From an optimization exercise on the open Yosys and OpenROAD flow, aimed at small area; shortcuts taken in it are not production practice. In this exercise RTL edits were held to simulation tests only and were not proved equivalent to the original. Power is estimated from default activity; no workload was simulated.

--- flow/config.mk ---
export PLATFORM = sky130hd
export DESIGN_NAME = PCIE_TX_ARB
export DESIGN_NICKNAME = PCIE_TX_ARB
export VERILOG_FILES = /design/flow/design.v
export SDC_FILE = /design/flow/constraint.sdc
export NUM_CORES = 4
export LEC_CHECK = 0
export CAP_MARGIN = 20
export CORE_MARGIN = 2
export CORE_UTILIZATION = 40
export SLEW_MARGIN = 20
--- flow/constraint.sdc ---
create_clock -name core_clock -period 5.0 [get_ports {clk}]
set_input_delay 1.0000 -clock core_clock [delete_from_list [all_inputs] [get_ports {clk}]]
set_output_delay 1.0000 -clock core_clock [all_outputs]
set_load 0.01 [all_outputs]
--- flow/design.v ---
`timescale 1ns / 1ps
module crc (
    input wire [31:0]               crcIn,
    input wire [31:0]               data,
    output reg [31:0]               crcOut
);
    assign crcOut[0] = crcIn[0] ^ crcIn[1] ^ crcIn[2] ^ crcIn[3] ^ crcIn[4] ^ crcIn[6] ^ crcIn[7] ^ crcIn[8] ^ crcIn[16] ^ crcIn[20] ^ crcIn[22] ^ crcIn[23] ^ crcIn[26] ^ data[0] ^ data[1] ^ data[2] ^ data[3] ^ data[4] ^ data[6] ^ data[7] ^ data[8] ^ data[16] ^ data[20] ^ data[22] ^ data[23] ^ data[26];
    assign crcOut[1] = crcIn[1] ^ crcIn[2] ^ crcIn[3] ^ crcIn[4] ^ crcIn[5] ^ crcIn[7] ^ crcIn[8] ^ crcIn[9] ^ crcIn[17] ^ crcIn[21] ^ crcIn[23] ^ crcIn[24] ^ crcIn[27] ^ data[1] ^ data[2] ^ data[3] ^ data[4] ^ data[5] ^ data[7] ^ data[8] ^ data[9] ^ data[17] ^ data[21] ^ data[23] ^ data[24] ^ data[27];
    assign crcOut[2] = crcIn[0] ^ crcIn[2] ^ crcIn[3] ^ crcIn[4] ^ crcIn[5] ^ crcIn[6] ^ crcIn[8] ^ crcIn[9] ^ crcIn[10] ^ crcIn[18] ^ crcIn[22] ^ crcIn[24] ^ crcIn[25] ^ crcIn[28] ^ data[0] ^ data[2] ^ data[3] ^ data[4] ^ data[5] ^ data[6] ^ data[8] ^ data[9] ^ data[10] ^ data[18] ^ data[22] ^ data[24] ^ data[25] ^ data[28];
    assign crcOut[3] = crcIn[1] ^ crcIn[3] ^ crcIn[4] ^ crcIn[5] ^ crcIn[6] ^ crcIn[7] ^ crcIn[9] ^ crcIn[10] ^ crcIn[11] ^ crcIn[19] ^ crcIn[23] ^ crcIn[25] ^ crcIn[26] ^ crcIn[29] ^ data[1] ^ data[3] ^ data[4] ^ data[5] ^ data[6] ^ data[7] ^ data[9] ^ data[10] ^ data[11] ^ data[19] ^ data[23] ^ data[25] ^ data[26] ^ data[29];
    assign crcOut[4] = crcIn[2] ^ crcIn[4] ^ crcIn[5] ^ crcIn[6] ^ crcIn[7] ^ crcIn[8] ^ crcIn[10] ^ crcIn[11] ^ crcIn[12] ^ crcIn[20] ^ crcIn[24] ^ crcIn[26] ^ crcIn[27] ^ crcIn[30] ^ data[2] ^ data[4] ^ data[5] ^ data[6] ^ data[7] ^ data[8] ^ data[10] ^ data[11] ^ data[12] ^ data[20] ^ data[24] ^ data[26] ^ data[27] ^ data[30];
    assign crcOut[5] = crcIn[0] ^ crcIn[3] ^ crcIn[5] ^ crcIn[6] ^ crcIn[7] ^ crcIn[8] ^ crcIn[9] ^ crcIn[11] ^ crcIn[12] ^ crcIn[13] ^ crcIn[21] ^ crcIn[25] ^ crcIn[27] ^ crcIn[28] ^ crcIn[31] ^ data[0] ^ data[3] ^ data[5] ^ data[6] ^ data[7] ^ data[8] ^ data[9] ^ data[11] ^ data[12] ^ data[13] ^ data[21] ^ data[25] ^ data[27] ^ data[28] ^ data[31];
    assign crcOut[6] = crcIn[0] ^ crcIn[2] ^ crcIn[3] ^ crcIn[9] ^ crcIn[10] ^ crcIn[12] ^ crcIn[13] ^ crcIn[14] ^ crcIn[16] ^ crcIn[20] ^ crcIn[23] ^ crcIn[28] ^ crcIn[29] ^ data[0] ^ data[2] ^ data[3] ^ data[9] ^ data[10] ^ data[12] ^ data[13] ^ data[14] ^ data[16] ^ data[20] ^ data[23] ^ data[28] ^ data[29];
    assign crcOut[7] = crcIn[1] ^ crcIn[3] ^ crcIn[4] ^ crcIn[10] ^ crcIn[11] ^ crcIn[13] ^ crcIn[14] ^ crcIn[15] ^ crcIn[17] ^ crcIn[21] ^ crcIn[24] ^ crcIn[29] ^ crcIn[30] ^ data[1] ^ data[3] ^ data[4] ^ data[10] ^ data[11] ^ data[13] ^ data[14] ^ data[15] ^ data[17] ^ data[21] ^ data[24] ^ data[29] ^ data[30];
    assign crcOut[8] = crcIn[0] ^ crcIn[2] ^ crcIn[4] ^ crcIn[5] ^ crcIn[11] ^ crcIn[12] ^ crcIn[14] ^ crcIn[15] ^ crcIn[16] ^ crcIn[18] ^ crcIn[22] ^ crcIn[25] ^ crcIn[30] ^ crcIn[31] ^ data[0] ^ data[2] ^ data[4] ^ data[5] ^ data[11] ^ data[12] ^ data[14] ^ data[15] ^ data[16] ^ data[18] ^ data[22] ^ data[25] ^ data[30] ^ data[31];
    assign crcOut[9] = crcIn[0] ^ crcIn[2] ^ crcIn[4] ^ crcIn[5] ^ crcIn[7] ^ crcIn[8] ^ crcIn[12] ^ crcIn[13] ^ crcIn[15] ^ crcIn[17] ^ crcIn[19] ^ crcIn[20] ^ crcIn[22] ^ crcIn[31] ^ data[0] ^ data[2] ^ data[4] ^ data[5] ^ data[7] ^ data[8] ^ data[12] ^ data[13] ^ data[15] ^ data[17] ^ data[19] ^ data[20] ^ data[22] ^ data[31];
    assign crcOut[10] = crcIn[0] ^ crcIn[2] ^ crcIn[4] ^ crcIn[5] ^ crcIn[7] ^ crcIn[9] ^ crcIn[13] ^ crcIn[14] ^ crcIn[18] ^ crcIn[21] ^ crcIn[22] ^ crcIn[26] ^ data[0] ^ data[2] ^ data[4] ^ data[5] ^ data[7] ^ data[9] ^ data[13] ^ data[14] ^ data[18] ^ data[21] ^ data[22] ^ data[26];
    assign crcOut[11] = crcIn[1] ^ crcIn[3] ^ crcIn[5] ^ crcIn[6] ^ crcIn[8] ^ crcIn[10] ^ crcIn[14] ^ crcIn[15] ^ crcIn[19] ^ crcIn[22] ^ crcIn[23] ^ crcIn[27] ^ data[1] ^ data[3] ^ data[5] ^ data[6] ^ data[8] ^ data[10] ^ data[14] ^ data[15] ^ data[19] ^ data[22] ^ data[23] ^ data[27];
    assign crcOut[12] = crcIn[2] ^ crcIn[4] ^ crcIn[6] ^ crcIn[7] ^ crcIn[9] ^ crcIn[11] ^ crcIn[15] ^ crcIn[16] ^ crcIn[20] ^ crcIn[23] ^ crcIn[24] ^ crcIn[28] ^ data[2] ^ data[4] ^ data[6] ^ data[7] ^ data[9] ^ data[11] ^ data[15] ^ data[16] ^ data[20] ^ data[23] ^ data[24] ^ data[28];
    assign crcOut[13] = crcIn[0] ^ crcIn[3] ^ crcIn[5] ^ crcIn[7] ^ crcIn[8] ^ crcIn[10] ^ crcIn[12] ^ crcIn[16] ^ crcIn[17] ^ crcIn[21] ^ crcIn[24] ^ crcIn[25] ^ crcIn[29] ^ data[0] ^ data[3] ^ data[5] ^ data[7] ^ data[8] ^ data[10] ^ data[12] ^ data[16] ^ data[17] ^ data[21] ^ data[24] ^ data[25] ^ data[29];
    assign crcOut[14] = crcIn[0] ^ crcIn[1] ^ crcIn[4] ^ crcIn[6] ^ crcIn[8] ^ crcIn[9] ^ crcIn[11] ^ crcIn[13] ^ crcIn[17] ^ crcIn[18] ^ crcIn[22] ^ crcIn[25] ^ crcIn[26] ^ crcIn[30] ^ data[0] ^ data[1] ^ data[4] ^ data[6] ^ data[8] ^ data[9] ^ data[11] ^ data[13] ^ data[17] ^ data[18] ^ data[22] ^ data[25] ^ data[26] ^ data[30];
    assign crcOut[15] = crcIn[1] ^ crcIn[2] ^ crcIn[5] ^ crcIn[7] ^ crcIn[9] ^ crcIn[10] ^ crcIn[12] ^ crcIn[14] ^ crcIn[18] ^ crcIn[19] ^ crcIn[23] ^ crcIn[26] ^ crcIn[27] ^ crcIn[31] ^ data[1] ^ data[2] ^ data[5] ^ data[7] ^ data[9] ^ data[10] ^ data[12] ^ data[14] ^ data[18] ^ data[19] ^ data[23] ^ data[26] ^ data[27] ^ data[31];
    assign crcOut[16] = crcIn[1] ^ crcIn[4] ^ crcIn[7] ^ crcIn[10] ^ crcIn[11] ^ crcIn[13] ^ crcIn[15] ^ crcIn[16] ^ crcIn[19] ^ crcIn[22] ^ crcIn[23] ^ crcIn[24] ^ crcIn[26] ^ crcIn[27] ^ crcIn[28] ^ data[1] ^ data[4] ^ data[7] ^ data[10] ^ data[11] ^ data[13] ^ data[15] ^ data[16] ^ data[19] ^ data[22] ^ data[23] ^ data[24] ^ data[26] ^ data[27] ^ data[28];
    assign crcOut[17] = crcIn[2] ^ crcIn[5] ^ crcIn[8] ^ crcIn[11] ^ crcIn[12] ^ crcIn[14] ^ crcIn[16] ^ crcIn[17] ^ crcIn[20] ^ crcIn[23] ^ crcIn[24] ^ crcIn[25] ^ crcIn[27] ^ crcIn[28] ^ crcIn[29] ^ data[2] ^ data[5] ^ data[8] ^ data[11] ^ data[12] ^ data[14] ^ data[16] ^ data[17] ^ data[20] ^ data[23] ^ data[24] ^ data[25] ^ data[27] ^ data[28] ^ data[29];
    assign crcOut[18] = crcIn[0] ^ crcIn[3] ^ crcIn[6] ^ crcIn[9] ^ crcIn[12] ^ crcIn[13] ^ crcIn[15] ^ crcIn[17] ^ crcIn[18] ^ crcIn[21] ^ crcIn[24] ^ crcIn[25] ^ crcIn[26] ^ crcIn[28] ^ crcIn[29] ^ crcIn[30] ^ data[0] ^ data[3] ^ data[6] ^ data[9] ^ data[12] ^ data[13] ^ data[15] ^ data[17] ^ data[18] ^ data[21] ^ data[24] ^ data[25] ^ data[26] ^ data[28] ^ data[29] ^ data[30];
    assign crcOut[19] = crcIn[0] ^ crcIn[1] ^ crcIn[4] ^ crcIn[7] ^ crcIn[10] ^ crcIn[13] ^ crcIn[14] ^ crcIn[16] ^ crcIn[18] ^ crcIn[19] ^ crcIn[22] ^ crcIn[25] ^ crcIn[26] ^ crcIn[27] ^ crcIn[29] ^ crcIn[30] ^ crcIn[31] ^ data[0] ^ data[1] ^ data[4] ^ data[7] ^ data[10] ^ data[13] ^ data[14] ^ data[16] ^ data[18] ^ data[19] ^ data[22] ^ data[25] ^ data[26] ^ data[27] ^ data[29] ^ data[30] ^ data[31];
    assign crcOut[20] = crcIn[0] ^ crcIn[3] ^ crcIn[4] ^ crcIn[5] ^ crcIn[6] ^ crcIn[7] ^ crcIn[11] ^ crcIn[14] ^ crcIn[15] ^ crcIn[16] ^ crcIn[17] ^ crcIn[19] ^ crcIn[22] ^ crcIn[27] ^ crcIn[28] ^ crcIn[30] ^ crcIn[31] ^ data[0] ^ data[3] ^ data[4] ^ data[5] ^ data[6] ^ data[7] ^ data[11] ^ data[14] ^ data[15] ^ data[16] ^ data[17] ^ data[19] ^ data[22] ^ data[27] ^ data[28] ^ data[30] ^ data[31];
    assign crcOut[21] = crcIn[0] ^ crcIn[2] ^ crcIn[3] ^ crcIn[5] ^ crcIn[12] ^ crcIn[15] ^ crcIn[17] ^ crcIn[18] ^ crcIn[22] ^ crcIn[26] ^ crcIn[28] ^ crcIn[29] ^ crcIn[31] ^ data[0] ^ data[2] ^ data[3] ^ data[5] ^ data[12] ^ data[15] ^ data[17] ^ data[18] ^ data[22] ^ data[26] ^ data[28] ^ data[29] ^ data[31];
    assign crcOut[22] = crcIn[2] ^ crcIn[7] ^ crcIn[8] ^ crcIn[13] ^ crcIn[18] ^ crcIn[19] ^ crcIn[20] ^ crcIn[22] ^ crcIn[26] ^ crcIn[27] ^ crcIn[29] ^ crcIn[30] ^ data[2] ^ data[7] ^ data[8] ^ data[13] ^ data[18] ^ data[19] ^ data[20] ^ data[22] ^ data[26] ^ data[27] ^ data[29] ^ data[30];
    assign crcOut[23] = crcIn[0] ^ crcIn[3] ^ crcIn[8] ^ crcIn[9] ^ crcIn[14] ^ crcIn[19] ^ crcIn[20] ^ crcIn[21] ^ crcIn[23] ^ crcIn[27] ^ crcIn[28] ^ crcIn[30] ^ crcIn[31] ^ data[0] ^ data[3] ^ data[8] ^ data[9] ^ data[14] ^ data[19] ^ data[20] ^ data[21] ^ data[23] ^ data[27] ^ data[28] ^ data[30] ^ data[31];
    assign crcOut[24] = crcIn[2] ^ crcIn[3] ^ crcIn[6] ^ crcIn[7] ^ crcIn[8] ^ crcIn[9] ^ crcIn[10] ^ crcIn[15] ^ crcIn[16] ^ crcIn[21] ^ crcIn[23] ^ crcIn[24] ^ crcIn[26] ^ crcIn[28] ^ crcIn[29] ^ crcIn[31] ^ data[2] ^ data[3] ^ data[6] ^ data[7] ^ data[8] ^ data[9] ^ data[10] ^ data[15] ^ data[16] ^ data[21] ^ data[23] ^ data[24] ^ data[26] ^ data[28] ^ data[29] ^ data[31];
    assign crcOut[25] = crcIn[1] ^ crcIn[2] ^ crcIn[6] ^ crcIn[9] ^ crcIn[10] ^ crcIn[11] ^ crcIn[17] ^ crcIn[20] ^ crcIn[23] ^ crcIn[24] ^ crcIn[25] ^ crcIn[26] ^ crcIn[27] ^ crcIn[29] ^ crcIn[30] ^ data[1] ^ data[2] ^ data[6] ^ data[9] ^ data[10] ^ data[11] ^ data[17] ^ data[20] ^ data[23] ^ data[24] ^ data[25] ^ data[26] ^ data[27] ^ data[29] ^ data[30];
    assign crcOut[26] = crcIn[2] ^ crcIn[3] ^ crcIn[7] ^ crcIn[10] ^ crcIn[11] ^ crcIn[12] ^ crcIn[18] ^ crcIn[21] ^ crcIn[24] ^ crcIn[25] ^ crcIn[26] ^ crcIn[27] ^ crcIn[28] ^ crcIn[30] ^ crcIn[31] ^ data[2] ^ data[3] ^ data[7] ^ data[10] ^ data[11] ^ data[12] ^ data[18] ^ data[21] ^ data[24] ^ data[25] ^ data[26] ^ data[27] ^ data[28] ^ data[30] ^ data[31];
    assign crcOut[27] = crcIn[0] ^ crcIn[1] ^ crcIn[2] ^ crcIn[6] ^ crcIn[7] ^ crcIn[11] ^ crcIn[12] ^ crcIn[13] ^ crcIn[16] ^ crcIn[19] ^ crcIn[20] ^ crcIn[23] ^ crcIn[25] ^ crcIn[27] ^ crcIn[28] ^ crcIn[29] ^ crcIn[31] ^ data[0] ^ data[1] ^ data[2] ^ data[6] ^ data[7] ^ data[11] ^ data[12] ^ data[13] ^ data[16] ^ data[19] ^ data[20] ^ data[23] ^ data[25] ^ data[27] ^ data[28] ^ data[29] ^ data[31];
    assign crcOut[28] = crcIn[0] ^ crcIn[4] ^ crcIn[6] ^ crcIn[12] ^ crcIn[13] ^ crcIn[14] ^ crcIn[16] ^ crcIn[17] ^ crcIn[21] ^ crcIn[22] ^ crcIn[23] ^ crcIn[24] ^ crcIn[28] ^ crcIn[29] ^ crcIn[30] ^ data[0] ^ data[4] ^ data[6] ^ data[12] ^ data[13] ^ data[14] ^ data[16] ^ data[17] ^ data[21] ^ data[22] ^ data[23] ^ data[24] ^ data[28] ^ data[29] ^ data[30];
    assign crcOut[29] = crcIn[0] ^ crcIn[1] ^ crcIn[5] ^ crcIn[7] ^ crcIn[13] ^ crcIn[14] ^ crcIn[15] ^ crcIn[17] ^ crcIn[18] ^ crcIn[22] ^ crcIn[23] ^ crcIn[24] ^ crcIn[25] ^ crcIn[29] ^ crcIn[30] ^ crcIn[31] ^ data[0] ^ data[1] ^ data[5] ^ data[7] ^ data[13] ^ data[14] ^ data[15] ^ data[17] ^ data[18] ^ data[22] ^ data[23] ^ data[24] ^ data[25] ^ data[29] ^ data[30] ^ data[31];
    assign crcOut[30] = crcIn[3] ^ crcIn[4] ^ crcIn[7] ^ crcIn[14] ^ crcIn[15] ^ crcIn[18] ^ crcIn[19] ^ crcIn[20] ^ crcIn[22] ^ crcIn[24] ^ crcIn[25] ^ crcIn[30] ^ crcIn[31] ^ data[3] ^ data[4] ^ data[7] ^ data[14] ^ data[15] ^ data[18] ^ data[19] ^ data[20] ^ data[22] ^ data[24] ^ data[25] ^ data[30] ^ data[31];
    assign crcOut[31] = crcIn[0] ^ crcIn[1] ^ crcIn[2] ^ crcIn[3] ^ crcIn[5] ^ crcIn[6] ^ crcIn[7] ^ crcIn[15] ^ crcIn[19] ^ crcIn[21] ^ crcIn[22] ^ crcIn[25] ^ crcIn[31] ^ data[0] ^ data[1] ^ data[2] ^ data[3] ^ data[5] ^ data[6] ^ data[7] ^ data[15] ^ data[19] ^ data[21] ^ data[22] ^ data[25] ^ data[31];
endmodule
`timescale 1ns / 1ps
module PCIE_TX_ARB (
    input   wire                clk,
    input   wire                rst_n,
    input   wire    [3:0]       in_valid,
    output  wire    [3:0]       in_ready,
    input   wire    [127:0]     in_data,
    output  wire                out_valid,
    input   wire                out_ready,
    output  wire    [31:0]      out_data,
    output  wire    [31:0]      out_crc
);
    reg     [4:0]   wptr [0:3];
    reg     [4:0]   rptr [0:3];
    wire    [3:0]   full, empty, wen;
    wire    [3:0]   grant;
    genvar q, k;
    generate
        for (q = 0; q < 4; q = q + 1) begin : g_ptr
            wire [4:0] x = wptr[q] ^ rptr[q];
            assign empty[q] = ~|x;
            assign full[q]  = x[4] & ~|x[3:0];
            assign wen[q]   = in_valid[q] & ~full[q];
            always @(posedge clk) begin
                if (!rst_n) begin
                    wptr[q] <= 5'd0;
                    rptr[q] <= 5'd0;
                end else begin
                    wptr[q] <= wptr[q] + {4'd0, wen[q]};
                    rptr[q] <= rptr[q] + {4'd0, grant[q]};
                end
            end
        end
    endgenerate
    assign in_ready = ~full;
    reg             valid;
    reg     [1:0]   lru;
    reg             dir;
    reg     [31:0]  data;
    wire            load = ~valid | out_ready;
    wire    [3:0]   ne   = ~empty;
    wire            any  = |ne;
    wire    [1:0]   s1 = dir ? lru - 2'd1 : lru + 2'd1;
    wire    [1:0]   s2 = lru + 2'd2;
    wire    [1:0]   s3 = dir ? lru + 2'd1 : lru - 2'd1;
    wire            h1 = ne[s1];
    wire            h2 = ne[s2];
    wire            h3 = ne[s3];
    wire            h4 = ne[lru];
    reg     [1:0]   gidx;
    reg     [1:0]   step;
    always @(*) begin
        if (h1)      begin gidx = s1;  step = 2'd1; end
        else if (h2) begin gidx = s2;  step = 2'd2; end
        else if (h3) begin gidx = s3;  step = 2'd3; end
        else         begin gidx = lru; step = 2'd0; end
    end
    wire            take_new = load & any;
    assign grant[0] = take_new & (gidx == 2'd0);
    assign grant[1] = take_new & (gidx == 2'd1);
    assign grant[2] = take_new & (gidx == 2'd2);
    assign grant[3] = take_new & (gidx == 2'd3);
    wire    [31:0]  rd_term [0:64];
    generate
        for (q = 0; q < 4; q = q + 1) begin : g_q
            wire [31:0] wd = in_data[q*32 +: 32];
            for (k = 0; k < 16; k = k + 1) begin : g_e
                wire we  = wen[q] & rst_n & (wptr[q][3:0] == k);
                wire sel = grant[q] & (rptr[q][3:0] == k);
                wire hd  = ~sel & rst_n;
                reg  [31:0] m;
                always @(posedge clk)
                    m <= (m & {32{hd}}) | (wd & {32{we}});
                assign rd_term[q*16+k] = m & {32{sel}};
            end
        end
    endgenerate
    assign rd_term[64] = data & {32{~take_new}};
    reg     [31:0]  data_n;
    integer j;
    always @(*) begin
        data_n = 32'd0;
        for (j = 0; j < 65; j = j + 1)
            data_n = data_n | rd_term[j];
    end
    always @(posedge clk) begin
        data <= data_n;
        if (!rst_n) begin
            valid <= 1'b0;
            lru   <= 2'd0;
            dir   <= 1'b0;
        end else if (load) begin
            valid <= any;
            lru   <= lru + step;
            dir   <= ~dir;
        end
    end
    assign out_valid = valid;
    assign out_data  = data;
    reg     [31:0]  crc_q;
    wire    [31:0]  crc_next;
    crc u_crc (
        .crcIn  (crc_q),
        .data   (data),
        .crcOut (crc_next)
    );
    always @(posedge clk) begin
        if (!rst_n)
            crc_q <= 32'hFFFF_FFFF;
        else if (valid & out_ready)
            crc_q <= crc_next;
    end
    assign out_crc = crc_q;
endmodule
--- flow/run.sh ---
#!/bin/bash
# synth_recipe.tcl (not shown) runs the flow's synth.tcl, then flattens the netlist and writes it again
# the make line also repeats each setting of config.mk as NAME=value (left out here)
make -C /OpenROAD-flow-scripts/flow DESIGN_CONFIG=/design/flow/config.mk WORK_HOME=/design/flow/orfs CLKGATE_MAP_FILE= SYNTH_SCRIPT=/design/flow/synth_recipe.tcl finish
==> flow_summary.ini <==
[clock_network]
post-cts-setup-buffers = 0
clkTransAtPathRegs_ns = 0.07
clk_path_buf_depth = 3
cts_inserted_buffers = 224
ctsHoldBuffers = 0
cts.sinks = 2156
cts_tree = built
clkLatencyLatePin_ns = 0.92
cts_root_buffer = clkbuf_16
cts_htree_levels = 4

[finish]
fill_cells = 18800
fin_nets = 8160
layout.cells.non_filler = 11000
most-common-layout-cells = 2156 x dfxtp_1, 2131 x a22o_1, 526 x buf_4
regArea_mm2 = 0.0432
final_common_cell = dfxtp_1
drive_gt1_share_pct = 15.3
syn_to_final_growth_pct = 20.3
multi_input_area_mm2 = 0.0385

[critical_path]
startpoint_type = flip-flop
arrival_ns = 5.82
cp_data_required_time_ns = 5.80
critPathCaptureType = flip-flop
worstPathMaxFanout = 16
crit_type = reg -> reg

[sta]
whs_ns = 0.467
rsz0062_at_grt = true
fin_ws_ns = -0.0214
hold_viol_final = 0
fmax_ghz = 0.199
min_period_ns = 5.02
max_slew_margin_pct = 12.9
slew_viol_final = 0
period_share_pct = 100
fin_worst_skew_ns = 0.0396
worstMarginPinSlew_ns = 1.27
finalSetupViolCount = 1

[logic_synthesis]
synthDistinctLibCells = 86
syn_nets = 8074
synth-main-ff-cell = dfxtp_1
synth_edf_count = 0
ys_warn_count = 35
netlist_instances = 7922
seq_area_frac_synth_pct = 51.4
async_reset_ff_share_pct = 0
synth_area_per_cell_um2 = 10.6
yosys_register_bits = 2156
synth_area_mm2 = 0.0840

[grt]
grt_pass1_wl_mm = 648
first_global_vias = 72200
grt-ovfl-total = 0
antenna_found_initial = 43
grt_start_max_net_pins = 45
track_usage_pct = 43.2

[power_and_ir_drop]
p_per_area_mw_per_mm2 = 661
peakVddDrop_mv = 0.530
p_leak_nw = 37.5

[hold_path]
hp-class = reg -> reg

[drt]
drtAntennaViolNets = 0
initialDrtViolationCount = 15600
drc_errors = 0
dr.pass1.iters = 9
wl_met2_mm = 189
wl_met3_mm = 79.6
wire_per_inst_um = 43.9
drt-met1-wl_mm = 183
viasPerCell = 7.27
highest_layer = met5
drt-total-wl_mm = 484
vias = 80100

[placed_design]
gp_congestion = 1.03
hpwl_mm = 325
dpl.cell_count = 10600
portBuffers = 203

[run_status]
status = complete, but fails checks
failed_checks = setup timing

[flow_run]
maxCapViolCount = 0

[floorplanning]
core-area_mm2 = 0.209
die_area_mm2 = 0.214
start_util_pct = 40.2
die_x_um = 462
chipHeight_um = 462
num_rows = 168
io_pins = 204
[kinds of logic (layout without fill, tap and decap cells)]
group	after synthesis	after routing	share of synthesized area, %
other cells	0	20	0
compound gates	3329	3329	33.2
xor+xnor	404	404	4.21
mux	24	24	0.293
simple gates	997	997	5.87
buf+inv	995	1267	4.84
flops	2156	2156	51.4
fa+ha+maj	17	17	0.253
[report_power, final]
part           internal, W  switching (W)
combinational       0.0103         0.0204
sequential          0.0177       0.000759
clock               0.0100        0.00757
[per-layer routing]
layer  track usage (%)  vias to the layer above
li1                  -                    31000
met1              56.8                    40000
met2              59.0                     7621
met3              19.0                     1478
met4              22.4                       34
met5                 0                        -
[area by class of cell]
cell class / instances / area share (%)
Sequential cell: 2156 / 42.7
Tap cell: 2805 / 3.47
Multi-Input combinational cell: 4771 / 38.1
Clock inverter: 84 / 0.987
Clock buffer: 328 / 6.51
Timing Repair Buffer: 843 / 8.11
Inverter: 12 / 0.0520
Antenna cell: 20 / 0.0495
[final timing paths]
| kind | slack [ns] | startpoint | depth (start not counted) | endpoint |
|---|---|---|---|---|
| setup / recovery | -0.02 | wptr[3][1] | 13 | data[26] |
| hold / removal | 0.47 | g_q[2].g_e[14].m[11] | 1 | g_q[2].g_e[14].m[11] |
| setup reg to reg | -0.02 | wptr[3][1] | 13 | data[26] |
| hold reg to reg | 0.47 | g_q[2].g_e[14].m[11] | 1 | g_q[2].g_e[14].m[11] |
[per-stage QoR]
step | setup TNS [ns] | area (um2) | utilization, % | total power (W) | setup slack [ns]
after floorplan | 0 | 84000 | - | 0.0333 | 1.36
after global placement | -0.167 | 93300 | 44.6 | 0.0476 | -0.167
after detailed placement | -0.113 | 93400 | 44.6 | 0.0475 | -0.113
after CTS | 0 | 101000 | 48.3 | 0.0647 | 0.109
after global routing | -0.0238 | 101000 | 48.3 | 0.0676 | -0.0174
final | -0.0214 | 101000 | 48.3 | 0.0668 | -0.0214
[Yosys cell counts, drive strengths merged, types with 7 or more instances]
library cell / n / area share [%]
dfxtp: 2156 / 51
a22o: 2131 / 22
clkbuf: 619 / 2.8
buf: 364 / 2.0
xnor2: 306 / 3.2
a22oi: 305 / 2.7
nand2: 286 / 1.3
a21oi: 206 / 1.2
nor2: 206 / 0.92
a221oi: 190 / 2.0
nand3: 155 / 0.92
a222oi: 145 / 1.7
xor2: 98 / 1.0
nor3: 79 / 0.50
o21ai: 76 / 0.45
nand4: 63 / 0.49
and3: 46 / 0.34
a221o: 45 / 0.54
and2: 40 / 0.30
a32oi: 39 / 0.41
o211ai: 37 / 0.34
a31oi: 34 / 0.26
nor4: 34 / 0.36
nand2b: 25 / 0.19
mux2i: 19 / 0.23
a211oi: 18 / 0.18
ha: 17 / 0.25
a2111oi: 15 / 0.18
a32o: 15 / 0.18
nor3b: 15 / 0.15
inv: 12 / 0.054
o22ai: 12 / 0.089
a211o: 8 / 0.083
o2bb2ai: 8 / 0.083
nor2b: 7 / 0.052
[critical path: stages (launching register included)]
cell and delay, ns:
dfxtp_1 0.57, xnor2_1 0.19, and4_1 0.46, nand2_1 0.32, buf_4 0.26, o31ai_4 0.37
a211oi_4 0.16, buf_4 0.28, and2_2 0.24, buf_4 0.22, a22o_1 0.27, a2111oi_2 0.57
nand4_1 0.48, a2111o_1 0.52
[what timing repair did]
| action | 4_1_cts | 5_1_grt |
|---|---|---|
| setup endpoints to repair | 1 | 3 |
| hold endpoints to repair | 0 | 0 |
| resized for setup | 1 | 3 |
| gates cloned | 0 | 0 |
[registers in the layout, indices dropped and copies added (netlist names)]
name,cells
dir,1
valid,1
wptr,20
rptr,20
g_q.g_e.m,2048
crc_q,32
lru,2
data,32

[separate check: timing with driven ports]
Ports are ideal in the flow. The routed layout listed here was re-timed in OpenROAD. Step 1 (the two cells are an assumption about what drives the block):
set clk [get_ports {clk}]
set_driving_cell -lib_cell sky130_fd_sc_hd__clkbuf_16 $clk
set_driving_cell -lib_cell sky130_fd_sc_hd__buf_2 [delete_from_list [all_inputs] $clk]
Step 2, shift: input delay + t, output delay - t, t = (earliest + latest rising clock arrival at the registers) / 2. This alone moves slack from input paths to output paths. Slacks: no drivers / after step 1 / after step 2; pairs: no drivers / after step 1.
shift t [ns]: 0.998
setup slack, ns: -0.021 / -0.021 / -0.116
worst setup path at the end: input to register
latest minus earliest clock arrival (ns): 0.044 / 0.044
For this run, drivers alone change the setup slack by 0.000 ns; drivers and shift together by -0.095 ns.
